What follows belongs to an exercise in optimizing a design on an open flow for small area; a production flow would make more cautious choices. The RTL was checked by simulation tests, not by an equivalence proof against the original design. No activity file was given, so power comes from the tool's default toggle rates.

File: flow/config.mk
export PLATFORM = sky130hd
export DESIGN_NAME = dMemBase
export DESIGN_NICKNAME = dMemBase
export VERILOG_FILES = /design/flow/design.v
export SDC_FILE = /design/flow/constraint.sdc
export NUM_CORES = 8
export LEC_CHECK = 0
export ABC_AREA = 1
export CAP_MARGIN = 10
export CORE_MARGIN = 2
export CORE_UTILIZATION = 50
export GPL_TIMING_DRIVEN = 0
export PLACE_DENSITY = 0.85
export SLEW_MARGIN = 10
export SYNTH_HIERARCHICAL = 1
File: flow/constraint.sdc
create_clock -name core_clock -period 10.0 [get_ports {clk}]
set_input_delay 2.0000 -clock core_clock [delete_from_list [all_inputs] [get_ports {clk}]]
set_output_delay 2.0000 -clock core_clock [all_outputs]
set_load 0.01 [all_outputs]
File: flow/design.v
module dm_aoi222(input a1, a2, b1, b2, c1, c2, output y);
	assign y = ~((a1 & a2) | (b1 & b2) | (c1 & c2));
endmodule
module dm_aoi22(input a1, a2, b1, b2, output y);
	assign y = ~((a1 & a2) | (b1 & b2));
endmodule
module dm_nand4(input a, b, c, d, output y);
	assign y = ~(a & b & c & d);
endmodule
module dm_nand3(input a, b, c, output y);
	assign y = ~(a & b & c);
endmodule
module dm_nand2(input a, b, output y);
	assign y = ~(a & b);
endmodule
module dm_nor3(input a, b, c, output y);
	assign y = ~(a | b | c);
endmodule
module dm_oai22(input a1, a2, b1, b2, output y);
	assign y = ~((a1 | a2) & (b1 | b2));
endmodule
module dm_a211o(input a1, a2, b, c, output y);
	assign y = (a1 & a2) | b | c;
endmodule
module dm_nor2(input a, b, output y);
	assign y = ~(a | b);
endmodule
module dm_ctrl(
	input [6:0] addr,
	input enable, readwrite, reset,
	output [15:0] rn2,    
	output [15:0] wn2,    
	output [31:0] n3,     
	output [3:0] rsn,     
	output hold,          
	output [3:0] rw       
);
	wire [1:0] k = addr[1:0];
	wire [1:0] rl = addr[3:2];
	wire [2:0] rh = addr[6:4];
	wire rd_ok = enable & ~readwrite & ~reset;
	wire wr = enable & readwrite;
	assign hold = ~rd_ok;
	genvar c, i;
	generate
		for (c = 0; c < 4; c = c + 1) begin : col
			wire inc = (k > c);
			wire cy = inc & (rl == 2'd3);
			for (i = 0; i < 4; i = i + 1) begin : p2
				wire p = inc ? (rl == ((i + 3) % 4)) : (rl == i);
				assign rn2[4*c + i] = ~p;
				assign wn2[4*c + i] = ~((p & wr) | reset);
			end
			for (i = 0; i < 8; i = i + 1) begin : p3
				wire p = cy ? (rh == ((i + 7) % 8)) : (rh == i);
				assign n3[8*c + i] = ~(p | reset);
			end
			assign rsn[c] = ~(rd_ok & (k == c));
			assign rw[c] = ~reset & (k == c);
		end
	endgenerate
endmodule
module dMemBase(addr, clk, enable, dataIn, readwrite, reset, dataOut);
input [31:0] addr;
input clk, enable, readwrite, reset;
input [31:0] dataIn;
output reg [31:0] dataOut;
wire [15:0] rn2, wn2;
wire [31:0] n3;
wire [3:0] rsn, rw;
wire hold;
dm_ctrl u_ctrl(.addr(addr[6:0]), .enable(enable), .readwrite(readwrite), .reset(reset),
	.rn2(rn2), .wn2(wn2), .n3(n3), .rsn(rsn), .hold(hold), .rw(rw));
wire [1023:0] storage;
wire [127:0] sel, we;
wire [31:0] wd;
wire [31:0] ncolb;
wire [31:0] dnext;
genvar r, c, b, t;
generate
	for (r = 0; r < 32; r = r + 1) begin : rsel
		for (c = 0; c < 4; c = c + 1) begin : cs
			dm_nor2 u_s(.a(rn2[4*c + (r % 4)]), .b(n3[8*c + (r / 4)]), .y(sel[4*r + c]));
			dm_nor2 u_w(.a(wn2[4*c + (r % 4)]), .b(n3[8*c + (r / 4)]), .y(we[4*r + c]));
		end
	end
	for (c = 0; c < 4; c = c + 1) begin : wdc
		for (b = 0; b < 8; b = b + 1) begin : wdb
			wire x, z;
			dm_aoi222 u_a(.a1(rw[(c+4)%4]), .a2(dataIn[b]), .b1(rw[(c+3)%4]), .b2(dataIn[8+b]),
				.c1(rw[(c+2)%4]), .c2(dataIn[16+b]), .y(x));
			dm_nand2 u_n(.a(rw[(c+1)%4]), .b(dataIn[24+b]), .y(z));
			dm_nand2 u_o(.a(x), .b(z), .y(wd[8*c+b]));
		end
	end
	for (r = 0; r < 128; r = r + 1) begin : loc
		reg [7:0] q;
		always @(posedge clk) begin
			if (we[r]) q <= wd[8*(r % 4) +: 8];
		end
		assign storage[8*r +: 8] = q;
	end
	for (c = 0; c < 4; c = c + 1) begin : rdc
		for (b = 0; b < 8; b = b + 1) begin : rdb
			wire [10:0] x;
			wire [2:0] y;
			for (t = 0; t < 10; t = t + 1) begin : g3
				dm_aoi222 u_a(
					.a1(sel[4*(3*t+0)+c]), .a2(storage[8*(4*(3*t+0)+c)+b]),
					.b1(sel[4*(3*t+1)+c]), .b2(storage[8*(4*(3*t+1)+c)+b]),
					.c1(sel[4*(3*t+2)+c]), .c2(storage[8*(4*(3*t+2)+c)+b]), .y(x[t]));
			end
			dm_aoi22 u_l(.a1(sel[4*30+c]), .a2(storage[8*(4*30+c)+b]),
				.b1(sel[4*31+c]), .b2(storage[8*(4*31+c)+b]), .y(x[10]));
			dm_nand4 u_y0(.a(x[0]), .b(x[1]), .c(x[2]), .d(x[3]), .y(y[0]));
			dm_nand4 u_y1(.a(x[4]), .b(x[5]), .c(x[6]), .d(x[7]), .y(y[1]));
			dm_nand3 u_y2(.a(x[8]), .b(x[9]), .c(x[10]), .y(y[2]));
			dm_nor3 u_c(.a(y[0]), .b(y[1]), .c(y[2]), .y(ncolb[8*c+b]));
		end
	end
	for (t = 0; t < 4; t = t + 1) begin : lane
		for (b = 0; b < 8; b = b + 1) begin : lb
			wire x, z;
			dm_oai22 u_a(.a1(rsn[(4-t)%4]), .a2(ncolb[b]), .b1(rsn[(5-t)%4]), .b2(ncolb[8+b]), .y(x));
			dm_oai22 u_b(.a1(rsn[(6-t)%4]), .a2(ncolb[16+b]), .b1(rsn[(7-t)%4]), .b2(ncolb[24+b]), .y(z));
			dm_a211o u_o(.a1(hold), .a2(dataOut[8*t+b]), .b(x), .c(z), .y(dnext[8*t+b]));
		end
	end
endgenerate
always @(posedge clk) dataOut <= dnext;
endmodule
File: flow/flow/run.sh
#!/bin/bash
# Own layout flow: the standard flow (standard.sh), with
#  - synthesis mapped by abc with an area-oriented script (flow/area.abc),
#  - port buffers of the smallest buffer cell,
#  - CTS with small clock buffers, larger sink clusters and no dummy loads.
# Each tool's output goes to the ORFS logs under orfs/logs/; make's to standard.log.
set -euo pipefail
W=$(pwd)
export OWN_WORK=$W
export OWN_ABC_SCRIPT=$W/flow/area.abc
source $W/flow/knobs.sh
bash standard.sh SYNTH_SCRIPT=$W/flow/synth.tcl \
  "CTS_ARGS=$CTS" "BUFFER_PORTS_ARGS=$BPA" finish > $W/standard.log 2>&1
File: flow/flow/area.abc
strash
dch
amap
topo
stime -c
File: flow/flow/knobs.sh
CTS="-sink_clustering_enable -repair_clock_nets -dont_use_dummy_load -buf_list {sky130_fd_sc_hd__clkbuf_4 sky130_fd_sc_hd__clkbuf_8} -sink_clustering_size 18 -sink_clustering_max_diameter 70"
BPA="-buffer_cell sky130_fd_sc_hd__buf_1"
File: flow/flow/synth.tcl
# The standard synthesis (synth_recipe.tcl), with the abc mapping step
# run with an area-oriented script (amap) in place of ORFS's.
proc abc {args} {
  set i [lsearch -exact $args -script]
  if { $i >= 0 } { lset args [expr { $i + 1 }] $::env(OWN_ABC_SCRIPT) }
  yosys abc {*}$args
}
source $::env(OWN_WORK)/synth_recipe.tcl
File: flow/standard.sh
#!/bin/bash
# synth_recipe.tcl (not shown) runs the flow's synth.tcl, then flattens the netlist and writes it again
# the make line also repeats each setting of config.mk as NAME=value (left out here)
make -C /OpenROAD-flow-scripts/flow DESIGN_CONFIG=/design/flow/config.mk WORK_HOME=/design/flow/orfs CLKGATE_MAP_FILE= SYNTH_SCRIPT=/design/flow/synth_recipe.tcl "${@:-finish}"
==> results.txt <==
==> worst register-to-register path: cells and delay by family, from the launching register on <==
family | cells | cell delay (ns)
AO/OA/AOI/OAI | 3 | 1.10
flip-flops | 1 | 0.39
AND/OR/NAND/NOR | 2 | 1.35
==> report_power, final <==
part / total, uW / switching [uW] / internal (uW)
registers: 5580 / 157 / 5420
clock network: 1830 / 1200 / 624
logic: 890 / 667 / 223
total: 8300 / 2030 / 6270
==> path summary, 6_finish.rpt <==
kind                      end
setup / recovery  dataOut[28]
hold / removal    dataOut[10]
setup reg to reg   dataOut[2]
hold reg to reg   dataOut[10]
==> cell usage after synthesis <==
master                        n  area (sq um)
sky130_fd_sc_hd__nor3_1      42           210
sky130_fd_sc_hd__a222oi_1   352          3520
sky130_fd_sc_hd__edfxtp_1  1024         30700
sky130_fd_sc_hd__a31oi_1      4          25.0
sky130_fd_sc_hd__a21oi_1      3          15.0
sky130_fd_sc_hd__nand3_1     36           180
sky130_fd_sc_hd__nand2_1     65           244
sky130_fd_sc_hd__nor2_1     299          1120
sky130_fd_sc_hd__a221oi_1    24           210
sky130_fd_sc_hd__o22ai_1     73           457
sky130_fd_sc_hd__a22oi_1     32           240
sky130_fd_sc_hd__clkinv_1    17          63.8
sky130_fd_sc_hd__dfxtp_1     32           641
sky130_fd_sc_hd__nand4_1     64           400
sky130_fd_sc_hd__nand3b_1     1          7.51
sky130_fd_sc_hd__a211o_1     32           280
==> final cells by class <==
type,instances,area [sq um]
Antenna cell,3,7.51
Sequential cell,1056,31400
Fill cell,5503,34800
Tap cell,1030,1290
Inverter,17,63.8
Clock buffer,69,950
Timing Repair Buffer,91,442
Multi-Input combinational cell,1027,7050
==> modules after synthesis, one instance, submodules excluded <==
module	cells	area (sq um)
dm_nand2	1	3.75
dm_oai22	1	6.26
dm_nand4	1	6.26
dm_a211o	1	8.76
dm_nor2	1	3.75
dm_aoi222	1	10.0
dm_ctrl	116	613
dm_nor3	1	5.00
dMemBase	1056	31400
dm_nand3	1	5.00
dm_aoi22	1	7.51
==> cells in the final DEF (no fill, tap or decap) <==
master,instances
sky130_fd_sc_hd__a211o_1,32
sky130_fd_sc_hd__a21oi_1,3
sky130_fd_sc_hd__a221oi_1,24
sky130_fd_sc_hd__a222oi_1,352
sky130_fd_sc_hd__a22oi_1,32
sky130_fd_sc_hd__a31oi_1,4
sky130_fd_sc_hd__buf_1,73
sky130_fd_sc_hd__buf_12,1
sky130_fd_sc_hd__buf_16,1
sky130_fd_sc_hd__buf_2,3
sky130_fd_sc_hd__buf_4,6
sky130_fd_sc_hd__buf_6,2
sky130_fd_sc_hd__buf_8,1
sky130_fd_sc_hd__clkbuf_2,3
sky130_fd_sc_hd__clkbuf_4,1
sky130_fd_sc_hd__clkbuf_8,69
sky130_fd_sc_hd__clkinv_1,17
sky130_fd_sc_hd__dfxtp_1,32
sky130_fd_sc_hd__diode_2,3
sky130_fd_sc_hd__edfxtp_1,1024
sky130_fd_sc_hd__nand2_1,46
sky130_fd_sc_hd__nand2_2,19
sky130_fd_sc_hd__nand3_1,32
sky130_fd_sc_hd__nand3_2,4
sky130_fd_sc_hd__nand3b_1,1
sky130_fd_sc_hd__nand4_1,64
sky130_fd_sc_hd__nor2_1,297
sky130_fd_sc_hd__nor2_4,2
sky130_fd_sc_hd__nor3_1,31
sky130_fd_sc_hd__nor3_2,11
sky130_fd_sc_hd__o22ai_1,73
==> layer usage <==
metal	up-vias	wire length [um]	share of wire	track usage
met3	320	16300	0.17	0.0802
li1	9656	-	-	-
met5	-	51	0.00053	0
met2	2111	44700	0.46	0.374
met4	10	4300	0.044	0.0906
met1	11600	31700	0.33	0.317
==> flip-flops by register name (all words and copies together) (netlist names) <==
name,flops
loc.q,1024
dataOut,32
==> logic make-up after synthesis <==
| family | count (synthesis) | share of synthesized area |
|---|---|---|
| AO/OA/AOI/OAI | 520 | 0.124 |
| buffers and inverters | 17 | 0.00166 |
| flip-flops | 1056 | 0.818 |
| AND/OR/NAND/NOR | 507 | 0.0564 |
==> through the flow <==
stage	area, sq um	utilization	hold slack (ns)	total power [uW]
after CTS	41100	0.541	0.472	8270
after detailed placement	40100	0.528	0.449	6530
after floorplan	38400	-	0.508	6100
final	41200	0.542	0.474	8300
after global routing	41200	0.542	0.487	8530
after global placement	39900	0.526	0.448	6430
==> key figures <==
Min path
  • Source of the worst hold timing path: dataOut[10]
  • Count of cells along the worst hold path: 1
  • Min-delay worst type: register to register

Clocking
  • Clock tree buffer depth: 3
  • TritonCTS clock tree: yes
  • Post-CTS setup buffer count: 0
  • Post-cts resize count: 0
  • Clock root cell: sky130_fd_sc_hd__clkbuf_8
  • Post-CTS Hold Buffers: 0
  • Clock latency at the later pin of the worst-skew pair: 0.72 ns
  • Clk sink count: 1056
  • Clock transition time at the flip-flop clock pins of the worst setup and hold paths: roughly 0.1 ns
  • Number of clock buffers inserted by TritonCTS: 69
  • Count of H-tree levels built during CTS: 3

Timing
  • Ratio of final minimum period to clock period: 0.835
  • Maximum clock skew at final layout: 0.0662 ns
  • Slack of the critical path: 1.65 ns
  • Final sum of negative setup slack: 0 ns
  • Shortest period the worst path allows: ~8.4 ns
  • Final slew viol count: 0
  • Slew margin rel.: 0.114
  • Slew at the pin with the worst max-slew slack: 1.33 ns
  • RSZ-0062 raised after global routing: false
  • Total count of hold-check failures in the final report: 0
  • Final setup violation count: 0
  • Fmax: 120 MHz

Routing
  • Count of routing violations after the opening detailed-route iteration: 5337
  • Wire per inst: 29.5 um
  • Vias: around 24k
  • Residual antenna-violating net count after detailed routing: 0
  • Remaining DRCs: 0
  • Detailed-route vias per instance: between 7 and 8
  • Total iterations of the first detailed-routing run: 12
  • Wire length after detailed routing: a little under 100 mm

Global route
  • Number of global-route vias before repair: 22.3k
  • Pin count of the biggest net entering global routing: 34
  • Total gr overflow: 0
  • Tot GR Track Use: 0.241
  • Wire length of the first global-routing pass: 141 mm
  • Initial antenna violation count: 9

Critical path
  • Slowest stage cell, crit path: sky130_fd_sc_hd__nor3_1
  • Required time of the worst setup path: approximately 11 ns
  • Crit path max fanout: 11
  • Delay-heaviest family, CP: simple AND/OR/NAND/NOR gates
  • Path length in cells of the critical path: 13
  • Critical path launch point: addr[2]
  • Crit Path Category: input pin to register
  • Cell-by-cell trace of the critical path: buf_1 > clkinv_1 > nor2_1 > clkinv_1 > nor2_1 > clkinv_1 > a221oi_1 > nor2_1 > a222oi_1 > nand4_1 > nor3_1 > o22ai_1 > a211o_1
  • Origin of the critical flop-to-flop path: loc[85].q[2]
  • Worst path arrival time: 8.94 ns
  • Kind of end point of the critical path: register
  • Worst reg-to-reg path cell count: 5
  • Setup slack, reg-to-reg: 7.07 ns
  • Bufs and invs on worst path: 4
  • Critical Path Source Type: input pin
  • Delay of the slowest cell on the worst path: 1.10 ns

Synthesis
  • Syn_nets: 2168
  • Number of library cell types mapped by synthesis: 16
  • Yosys warnings: 7
  • Synth Instances: about 2.1k
  • Seq cells post-synth: about 1.1k
  • Syn Std Cell Area: between 0.03 and 0.04 sq mm
  • Share of synthesized area occupied by flip-flops and latches: 0.818
  • Synthesized area per cell: 18.3 sq um

Place
  • Half-perimeter wire length of the detailed placement result: 63.5 mm
  • Global placer's final weighted congestion: just under 0.9
  • Post-place setup slack: 1.23 ns
  • Placed Cells: 3214
  • Number of buffers inserted by port buffering: 74

Floorplanning
  • Overall die height: roughly 280 um
  • Die width: 281 um
  • Area inside the core boundary: ~0.076 sq mm
  • # IOs: 100
  • Starting Density: 0.505
  • # rows: 101
  • Total die area: between 0.07 and 0.08 sq mm

Power and ir drop
  • Power density normalized to cell area: slightly above 200 mW/mm^2
  • Max IR drop VDD: 0.103 mV
  • Leakage power: 0.0123 uW

Final layout
  • Syn-to-layout area delta: 7.36%
  • Fraction of layout cells with a size suffix above 1: 0.0544
  • Number of cells in the finished layout apart from fillers: about 3.3k
  • Final-stage net count: 2330

Status
  • Result of the run: finished clean

Run
  • Max cap viols: 0

[static timing again, ports no longer ideal]
In the flow no input, the clock included, has a driving cell. The finished layout below was timed again as built, in two steps. Step 1 sets driving cells, clkbuf_16 on the clock port and buf_2 on the other inputs (assumed; they add their load-dependent delay and slew). Step 2 times the ports against the registers' clock, not the clock port: input delays grow and output delays shrink by t, the midpoint of the rising clock arrivals with the driver on. Slacks: ideal / step 1 / step 2; pairs: ideal / step 1.
shift t [ns]: 0.738
setup slack, ns: 1.645 / 1.683 / 0.945
hold WS [ns]: 0.474 / 0.474 / 0.474
worst data-port slew with drivers (ns): 0.10
After both steps setup and hold are still met in this run. For this run, drivers alone change the setup slack by +0.038 ns; drivers and shift together by -0.700 ns.
